What follows belongs to an exercise in optimizing a design on an open flow for small area; a production flow would make more cautious choices.
Function was checked by simulation only, so behaviour that the tests miss may differ from the original.
No driver is modelled on the clock port, so clocking that relies on it looks cheaper here than on a real chip.
Power and IR drop assume default switching activity.

## AHB_master
module AHB_master(
	input wire HCLK,
	input wire HRESET_n,
	input wire d_EN,
	input wire d_busy,
	input wire d_write,
	input wire [31:0] d_wdata,
	input wire [2:0] d_burst,
	input wire [31:0] d_addr,
	input wire [2:0] d_size,
	input wire d_burst_stop,
	input wire HREADY,
	input wire HRESP,
	input wire [31:0] HRDATA,
	output reg [31:0] HADDR,
	output reg [2:0] HBURST,
	output reg [2:0] HSIZE,
	output reg [1:0] HTRANS,
	output reg [31:0] HWDATA,
	output reg HWRITE
);
	reg [31:0] pending_data;  
	reg [4:0] burst_count;    
	wire st_idle = (HTRANS == 2'b00);
	wire st_busy = (HTRANS == 2'b01);
	wire act     = HTRANS[1];
	wire hb_zero = (HBURST == 3'b000);
	wire hb_incr = (HBURST == 3'b001);
	wire st_burst = act & ~hb_zero;
	wire err = HRESP & ~HREADY;
	reg cnt_hit;
	always @(*) begin
		case (HBURST)
			3'b011: cnt_hit = (burst_count == 5'd4);
			3'b101: cnt_hit = (burst_count == 5'd8);
			3'b111: cnt_hit = (burst_count == 5'd16);
			default: cnt_hit = (burst_count == 5'd0);
		endcase
	end
	wire endc = hb_incr ? d_burst_stop : cnt_hit;
	wire busy_stop = ~d_busy & hb_incr & d_burst_stop & ~HREADY;
	wire load = st_idle
	          | (act & ~hb_zero & ((HREADY & endc) | err))
	          | (act & hb_zero & (HREADY | HRESP))
	          | (st_busy & (err | busy_stop));
	wire step = st_burst & HREADY & ~endc;
  ...
clock: 4.0 ns
lec_check: 0
cap_margin: 20
core_margin: 2
core_utilization: 65
cts_buf_list: sky130_fd_sc_hd__clkbuf_8
slew_margin: 20
standard.sh (not shown) runs the stock make flow with config.mk's settings and CLKGATE_MAP_FILE= SYNTH_SCRIPT=/design/flow/synth_recipe.tcl, a recipe that flattens the netlist after the stock synthesis.
==> flow/flow/run.sh <==
#!/bin/bash
set -o pipefail
export BUFFER_PORTS_ARGS="-buffer_cell sky130_fd_sc_hd__buf_1"
export CTS_ARGS="-sink_clustering_enable -repair_clock_nets -buf_list sky130_fd_sc_hd__clkbuf_8 -dont_use_dummy_load"
bash standard.sh > standard.log 2>&1
Change:
==> flow/flow/run.sh (replaced) <==
#!/bin/bash
set -o pipefail
export BUFFER_PORTS_ARGS="-buffer_cell sky130_fd_sc_hd__buf_1"
export CTS_ARGS="-sink_clustering_enable -repair_clock_nets -dont_use_dummy_load -buf_list sky130_fd_sc_hd__clkbuf_8 -sink_clustering_size 30"
bash standard.sh > standard.log 2>&1
CORE_UTILIZATION = 40   (was 65)
What happened:
- final cell count increases by 6.7%
- utilization came out lower by 29 points
- setup slack is better by 17 ps
- first-iteration DRC count climbs by 19%
- register-to-register slack gains 20 ps
- total power hardly moves
- fmax rises by 0.54%
- area after synthesis stays the same
- clock power is higher by about 1%
Change:
==> flow/flow/run.sh (replaced) <==
#!/bin/bash
set -o pipefail
export BUFFER_PORTS_ARGS="-buffer_cell sky130_fd_sc_hd__buf_1"
export CTS_ARGS="-sink_clustering_enable -repair_clock_nets -buf_list sky130_fd_sc_hd__clkbuf_8 -dont_use_dummy_load"
bash standard.sh > standard.log 2>&1
CAP_MARGIN = 0   (was 20)
SLEW_MARGIN = 0   (was 20)
=> The new run went through all stages and came out clean; power stays flat; via count is about the same; design area stays the same; hold slack stays the same; wire length hardly moves; area after synthesis stays the same; critical path depth does not change; fmax barely changes; core utilization does not change; setup slack is about the same.
Change:
==> flow/run.sh (new file) <==
#!/bin/bash
# synth_recipe.tcl (not shown) runs the flow's synth.tcl, then flattens the netlist and writes it again
# the make line also repeats each setting of config.mk as NAME=value (left out here)
make -C /OpenROAD-flow-scripts/flow DESIGN_CONFIG=/design/flow/config.mk WORK_HOME=/design/flow/orfs CLKGATE_MAP_FILE= SYNTH_SCRIPT=/design/flow/synth_recipe.tcl finish
CAP_MARGIN = 20   (was 0)
SLEW_MARGIN = 20   (was 0)
removed: flow/flow/run.sh
removed: flow/standard.sh
Outcome: Sequential power barely changes; cell count rises by about 1.2%; wire length climbs by about 7%.

AHB_master again, from the RTL that the note above started with.
Settings: LEC_CHECK=0, CAP_MARGIN=20, CORE_MARGIN=2, CORE_UTILIZATION=40, CTS_BUF_LIST=sky130_fd_sc_hd__clkbuf_8, GPL_TIMING_DRIVEN=0, SLEW_MARGIN=20; clock period 4.0 ns.
==> flow/flow/run.sh <==
#!/bin/bash
set -o pipefail
export BUFFER_PORTS_ARGS="-buffer_cell sky130_fd_sc_hd__buf_1"
export CTS_ARGS="-sink_clustering_enable -repair_clock_nets -buf_list sky130_fd_sc_hd__clkbuf_8 -dont_use_dummy_load"
bash standard.sh > standard.log 2>&1
The starting point produced a clean layout.
Change:
--- a/flow/flow/run.sh
+++ b/flow/flow/run.sh
@@ -1,0 +2,3 @@
+# The standard layout with three changes: abc maps the logic with an
+# area-oriented script (flow/area.abc), ports get the smallest buffer, and
+# CTS uses clkbuf_8 without dummy loads.
@@ -2,0 +6,2 @@
+here=$(pwd)
+export AREA_ABC_SCRIPT=$here/flow/area.abc
@@ -5 +10,2 @@
-bash standard.sh > standard.log 2>&1
+sed "s#SYNTH_SCRIPT=[^ ]*#SYNTH_SCRIPT=$here/flow/my_synth.tcl#" standard.sh > my_standard.sh
+bash my_standard.sh > standard.log 2>&1
==> flow/flow/area.abc (new file) <==
strash
&get -n
&st
&syn2
&dch -f
&nf -R 1000
&put
topo
==> flow/flow/my_synth.tcl (new file) <==
proc synth {args} { yosys synth -nofsm -noshare {*}$args }
# synth_recipe.tcl with one change: abc maps with flow/area.abc instead of ORFS's script.
proc abc {args} { set i [lsearch $args -script]; if {$i >= 0} { lset args [expr {$i+1}] $::env(AREA_ABC_SCRIPT) }; yosys abc {*}$args }
source $::env(SCRIPTS_DIR)/synth.tcl
# left out here: clear keep_hierarchy, flatten, clean up, hide names made inside functions, write 1_2_yosys.v
--- a/flow/config.mk
+++ b/flow/config.mk
@@ -12 +11,0 @@
-export GPL_TIMING_DRIVEN = 0
After rerunning:
- The changed run completed without violations
- register-to-register slack gets better by 50 ps
- worst hold slack gets better by 48 ps
- combinational power drops by 13%
- global-route usage drops by 2.3 points
- wire length drops by 16%
- non-clock buffer count drops by 15
- sequential power climbs by about 4%
- die area drops by 3.6%
- design area drops by about 4%
Change:
==> flow/flow/run.sh (replaced) <==
#!/bin/bash
set -o pipefail
export BUFFER_PORTS_ARGS="-buffer_cell sky130_fd_sc_hd__buf_1"
export CTS_ARGS="-sink_clustering_enable -repair_clock_nets -buf_list sky130_fd_sc_hd__clkbuf_8 -dont_use_dummy_load"
bash standard.sh > standard.log 2>&1
removed: flow/flow/area.abc
removed: flow/flow/my_synth.tcl
Effect: The new run passed the timing, design-rule and antenna checks. Wire length climbs by 13%. Fmax climbs by about 8%. Clock-buffer cell count stays the same. Register-to-register slack is better by 260 ps. Worst setup slack is better by 260 ps. Via count climbs by about 12%. Clock power barely changes.
Change:
--- a/flow/flow/run.sh
+++ b/flow/flow/run.sh
@@ -1,0 +2,3 @@
+# The standard layout with three changes: abc maps the logic with an
+# area-oriented script (flow/area.abc), ports get the smallest buffer, and
+# CTS uses clkbuf_8 without dummy loads.
@@ -2,0 +6,2 @@
+here=$(pwd)
+export AREA_ABC_SCRIPT=$here/flow/area.abc
@@ -5 +10,2 @@
-bash standard.sh > standard.log 2>&1
+sed "s#SYNTH_SCRIPT=[^ ]*#SYNTH_SCRIPT=$here/flow/my_synth.tcl#" standard.sh > my_standard.sh
+bash my_standard.sh > standard.log 2>&1
==> flow/flow/area.abc (new file) <==
strash
&get -n
&st
&dch
&nf -R 1000
&put
topo
==> flow/flow/my_synth.tcl (new file) <==
proc synth {args} { yosys synth -nofsm -noshare {*}$args }
# synth_recipe.tcl with one change: abc maps with flow/area.abc instead of ORFS's script.
proc abc {args} { set i [lsearch $args -script]; if {$i >= 0} { lset args [expr {$i+1}] $::env(AREA_ABC_SCRIPT) }; yosys abc {*}$args }
source $::env(SCRIPTS_DIR)/synth.tcl
# left out here: clear keep_hierarchy, flatten, clean up, hide names made inside functions, write 1_2_yosys.v
What happened: Global-route usage went up by 0.16 points. Clock-buffer cell count does not change. Cell count falls by about 8%. Clock skew rose by 5.9 ps.

AHB_master, a different RTL version from the one above (not shown whole).
Size: ~310 cells after synthesis, ~110 flip-flops, ~180 I/O pins, about 4500 sq um of cells after synthesis.
## AHB_master
module AHB_master(
	input wire HCLK,
	input wire HRESET_n,
	input wire d_EN,
	input wire d_busy,
	input wire d_write,
	input wire [31:0] d_wdata,
	input wire [2:0] d_burst,
	input wire [31:0] d_addr,
	input wire [2:0] d_size,
	input wire d_burst_stop,
	input wire HREADY,
	input wire HRESP,
	input wire [31:0] HRDATA,
	output reg [31:0] HADDR,
	output reg [2:0] HBURST,
	output reg [2:0] HSIZE,
	output reg [1:0] HTRANS,
	output reg [31:0] HWDATA,
	output reg HWRITE
);
==> flow/config.mk <==
export PLATFORM = sky130hd
export DESIGN_NAME = AHB_master
export DESIGN_NICKNAME = AHB_master
export VERILOG_FILES = /design/flow/design.v
export SDC_FILE = /design/flow/constraint.sdc
export NUM_CORES = 4
export LEC_CHECK = 0
export CAP_MARGIN = 20
export CORE_MARGIN = 2
export CORE_UTILIZATION = 40
export CTS_BUF_LIST = sky130_fd_sc_hd__clkbuf_8
export SLEW_MARGIN = 20
==> flow/constraint.sdc <==
create_clock -name core_clock -period 4.0 [get_ports {HCLK}]
set_input_delay 0.8000 -clock core_clock [delete_from_list [all_inputs] [get_ports {HCLK}]]
set_output_delay 0.8000 -clock core_clock [all_outputs]
set_load 0.01 [all_outputs]
==> flow/flow/run.sh <==
#!/bin/bash
# The standard layout with three changes: abc maps the logic with an
# area-oriented script (flow/area.abc), ports get the smallest buffer, and
# CTS uses clkbuf_8 without dummy loads.
set -o pipefail
here=$(pwd)
export AREA_ABC_SCRIPT=$here/flow/area.abc
export BUFFER_PORTS_ARGS="-buffer_cell sky130_fd_sc_hd__buf_1"
export CTS_ARGS="-repair_clock_nets -buf_list sky130_fd_sc_hd__clkbuf_8 -dont_use_dummy_load"
sed "s#SYNTH_SCRIPT=[^ ]*#SYNTH_SCRIPT=$here/flow/my_synth.tcl#" standard.sh > my_standard.sh
bash my_standard.sh > standard.log 2>&1
==> flow/flow/area.abc <==
strash
&get -n
&st
&syn2
&dch -f
&nf -R 1000
&put
strash
&get -n
&st
&syn2
&dch -f
&nf -R 1000
&put
topo
==> flow/flow/my_synth.tcl <==
proc synth {args} { yosys synth -nofsm -noshare {*}$args }
# synth_recipe.tcl with one change: abc maps with flow/area.abc instead of ORFS's script.
proc abc {args} { set i [lsearch $args -script]; if {$i >= 0} { lset args [expr {$i+1}] $::env(AREA_ABC_SCRIPT) }; yosys abc {*}$args }
source $::env(SCRIPTS_DIR)/synth.tcl
# left out here: clear keep_hierarchy, flatten, clean up, hide names made inside functions, write 1_2_yosys.v
The first run ran to the end with no violations.
Then changed:
--- a/flow/flow/run.sh
+++ b/flow/flow/run.sh
@@ -8,3 +8,3 @@
 export BUFFER_PORTS_ARGS="-buffer_cell sky130_fd_sc_hd__buf_1"
-export CTS_ARGS="-repair_clock_nets -buf_list sky130_fd_sc_hd__clkbuf_8 -dont_use_dummy_load"
+export CTS_ARGS="-sink_clustering_enable -repair_clock_nets -buf_list sky130_fd_sc_hd__clkbuf_8 -dont_use_dummy_load"
 sed "s#SYNTH_SCRIPT=[^ ]*#SYNTH_SCRIPT=$here/flow/my_synth.tcl#" standard.sh > my_standard.sh
==> flow/flow/area.abc (replaced) <==
strash
&get -n
&st
&syn2
&dch -f
&nf -R 1000
&put
topo
Result: Synthesized cell count goes up by about 1%. Clock power is higher by about 1%. Total power goes up by about 10%. Sequential cell count does not change. Worst hold slack improves by 0.021 ns. Setup slack gets worse by 0.19 ns. Routed wire length went up by about 3.4%. Die area stays flat. Sequential share of layout area fell by 0.12 points. Area after synthesis stays flat. Clock-buffer cell count does not change.
Then changed:
--- a/flow/flow/run.sh
+++ b/flow/flow/run.sh
@@ -8,2 +8,4 @@
 export BUFFER_PORTS_ARGS="-buffer_cell sky130_fd_sc_hd__buf_1"
+export PRE_CTS_TCL=$here/flow/pre_cts.tcl
+export POST_CTS_TCL=$here/flow/post_cts.tcl
 export CTS_ARGS="-sink_clustering_enable -repair_clock_nets -buf_list sky130_fd_sc_hd__clkbuf_8 -dont_use_dummy_load"
==> flow/flow/post_cts.tcl (new file) <==
set_max_fanout 100000 [current_design]
==> flow/flow/pre_cts.tcl (new file) <==
set_max_fanout 28 [current_design]
Utilization does not change. Die area does not change. Sequential share of layout area stays the same. Setup slack stays the same. Critical path depth stays the same. Combinational power is about the same. Synthesized area stays the same. Synthesized cell count stays the same.
Then changed:
==> flow/flow/pre_cts.tcl (replaced) <==
set_max_fanout 40 [current_design]
The changed run completed without violations; synthesized cell count does not change; setup slack is unchanged; cell area is unchanged; clock skew stays the same; total power is unchanged.
Then changed:
--- a/flow/flow/run.sh
+++ b/flow/flow/run.sh
@@ -8,5 +8,3 @@
 export BUFFER_PORTS_ARGS="-buffer_cell sky130_fd_sc_hd__buf_1"
-export PRE_CTS_TCL=$here/flow/pre_cts.tcl
-export POST_CTS_TCL=$here/flow/post_cts.tcl
-export CTS_ARGS="-sink_clustering_enable -repair_clock_nets -buf_list sky130_fd_sc_hd__clkbuf_8 -dont_use_dummy_load"
+export CTS_ARGS="-sink_clustering_enable -sink_clustering_levels 1 -sink_clustering_size 30 -sink_clustering_max_diameter 300 -repair_clock_nets -buf_list sky130_fd_sc_hd__clkbuf_8 -dont_use_dummy_load"
 sed "s#SYNTH_SCRIPT=[^ ]*#SYNTH_SCRIPT=$here/flow/my_synth.tcl#" standard.sh > my_standard.sh
==> flow/flow/area.abc (replaced) <==
strash
&get -n
&st
&syn2
&dch -f
&nf -R 1000
&put
strash
&get -n
&st
&syn2
&dch -f
&nf -R 1000
&put
topo
removed: flow/flow/post_cts.tcl
removed: flow/flow/pre_cts.tcl
Outcome:
- The new run finished with timing, DRC and antenna clean
- design area barely changes
- sequential power drops by about 6%
- cell count came out lower by about 0.5%
- clock-buffer cell count is unchanged
- setup slack is better by 0.19 ns
- area after synthesis is about the same

RTL: one of the versions met above, not the one the previous note started from.
For scale: about 110 flip-flops, about 180 I/O pins, ~4600 µm² of cells after synthesis.
Settings: LEC_CHECK=0, CAP_MARGIN=20, CORE_MARGIN=2, CORE_UTILIZATION=40, CTS_BUF_LIST=sky130_fd_sc_hd__clkbuf_8, SLEW_MARGIN=20; clock period 4.0 ns.
==> flow/flow/run.sh <==
#!/bin/bash
# The standard layout with three changes: abc maps the logic with an
# area-oriented script (flow/area.abc), ports get the smallest buffer, and
# CTS uses clkbuf_8 without dummy loads.
set -o pipefail
here=$(pwd)
export AREA_ABC_SCRIPT=$here/flow/area.abc
export BUFFER_PORTS_ARGS="-buffer_cell sky130_fd_sc_hd__buf_1"
export CTS_ARGS="-sink_clustering_enable -repair_clock_nets -buf_list sky130_fd_sc_hd__clkbuf_8 -dont_use_dummy_load"
sed "s#SYNTH_SCRIPT=[^ ]*#SYNTH_SCRIPT=$here/flow/my_synth.tcl#" standard.sh > my_standard.sh
bash my_standard.sh > standard.log 2>&1
==> flow/flow/area.abc <==
strash
&get -n
&fraig -x
&put
scorr
dc2
dretime
strash
&get -n
&dch -f
&nf {D}
&put
Scripts as last shown in full above: flow/flow/my_synth.tcl
Then changed:
==> flow/flow/area.abc (replaced) <==
strash
&get -n
&st
&syn2
&dch -f
&nf -R 1000
&put
strash
&get -n
&st
&syn2
&dch -f
&nf -R 1000
&put
topo
- routed wire length falls by a few percent
- sequential cell count stays the same
- non-clock buffer count grows by 1
- worst hold slack improves by 0.018 ns
- cell area goes down slightly
- clock power came out higher slightly
Then changed:
==> flow/flow/run.sh (replaced) <==
#!/bin/bash
set -o pipefail
export BUFFER_PORTS_ARGS="-buffer_cell sky130_fd_sc_hd__buf_1"
export CTS_ARGS="-sink_clustering_enable -repair_clock_nets -dont_use_dummy_load -buf_list sky130_fd_sc_hd__clkbuf_16 -sink_clustering_size 40"
bash standard.sh > standard.log 2>&1
removed: flow/flow/area.abc
removed: flow/flow/my_synth.tcl
- The changed run produced a clean layout
- sequential power is higher by about 3%
- clock power goes up by 39%
- non-clock buffer count grows by 1
- total power climbs by 16%
- worst hold slack is better by 0.023 ns
- setup slack is better by 0.41 ns
- die area is higher by about 3.6%
- synthesized cell count climbs by about 25%
- wire length came out higher by about 9%

## separate check: timing with driven ports
In the flow no input, the clock included, has a driving cell. The finished layouts below were timed again as built, in two steps. Step 1, drivers: a clkbuf_16 drives HCLK and a buf_2 each remaining input, both assumed. Step 2 adds t to the input delays and takes it off the output delays; t is the mean of the earliest and latest rising clock arrival at the registers after step 1. Input paths then give back, and output paths get back, about the clock's delay inside the block. Three values: ideal ports, drivers, drivers and shift; two values: the first two.
run	shift t [ns]	setup WS [ns]	worst data-port slew with drivers (ns)
the first run of note 1	0.382	0.794 / 0.794 / 0.648	0.05
the second run of note 1	0.388	0.811 / 0.811 / 0.710	0.06
the third run of note 1	0.388	0.813 / 0.813 / 0.712	0.06
the fourth run of note 1	0.406	0.807 / 0.798 / 0.392	0.06
the first run of note 2	0.400	0.495 / 0.495 / 0.421	0.05
the second run of note 2	0.392	0.548 / 0.548 / 0.522	0.06
the third run of note 2	0.388	0.811 / 0.811 / 0.710	0.06
the fourth run of note 2	0.396	0.530 / 0.530 / 0.530	0.05
the first run of note 3	0.393	0.700 / 0.700 / 0.571	0.05
the second run of note 3	0.400	0.509 / 0.509 / 0.424	0.06
the third run of note 3	0.400	0.509 / 0.509 / 0.424	0.06
the fourth run of note 3	0.400	0.509 / 0.509 / 0.424	0.06
the fifth run of note 3	0.393	0.700 / 0.700 / 0.571	0.05
the first run of note 4	0.374	0.766 / 0.766 / 0.671	0.05
the second run of note 4	0.395	0.399 / 0.399 / 0.399	0.06
the third run of note 4	0.370	0.805 / 0.805 / 0.712	0.06
After both steps every run listed still meets setup and hold. The setup slack of the fourth run of note 1, which loses most, moves by -0.009 ns with the drivers and by -0.415 ns with both steps.
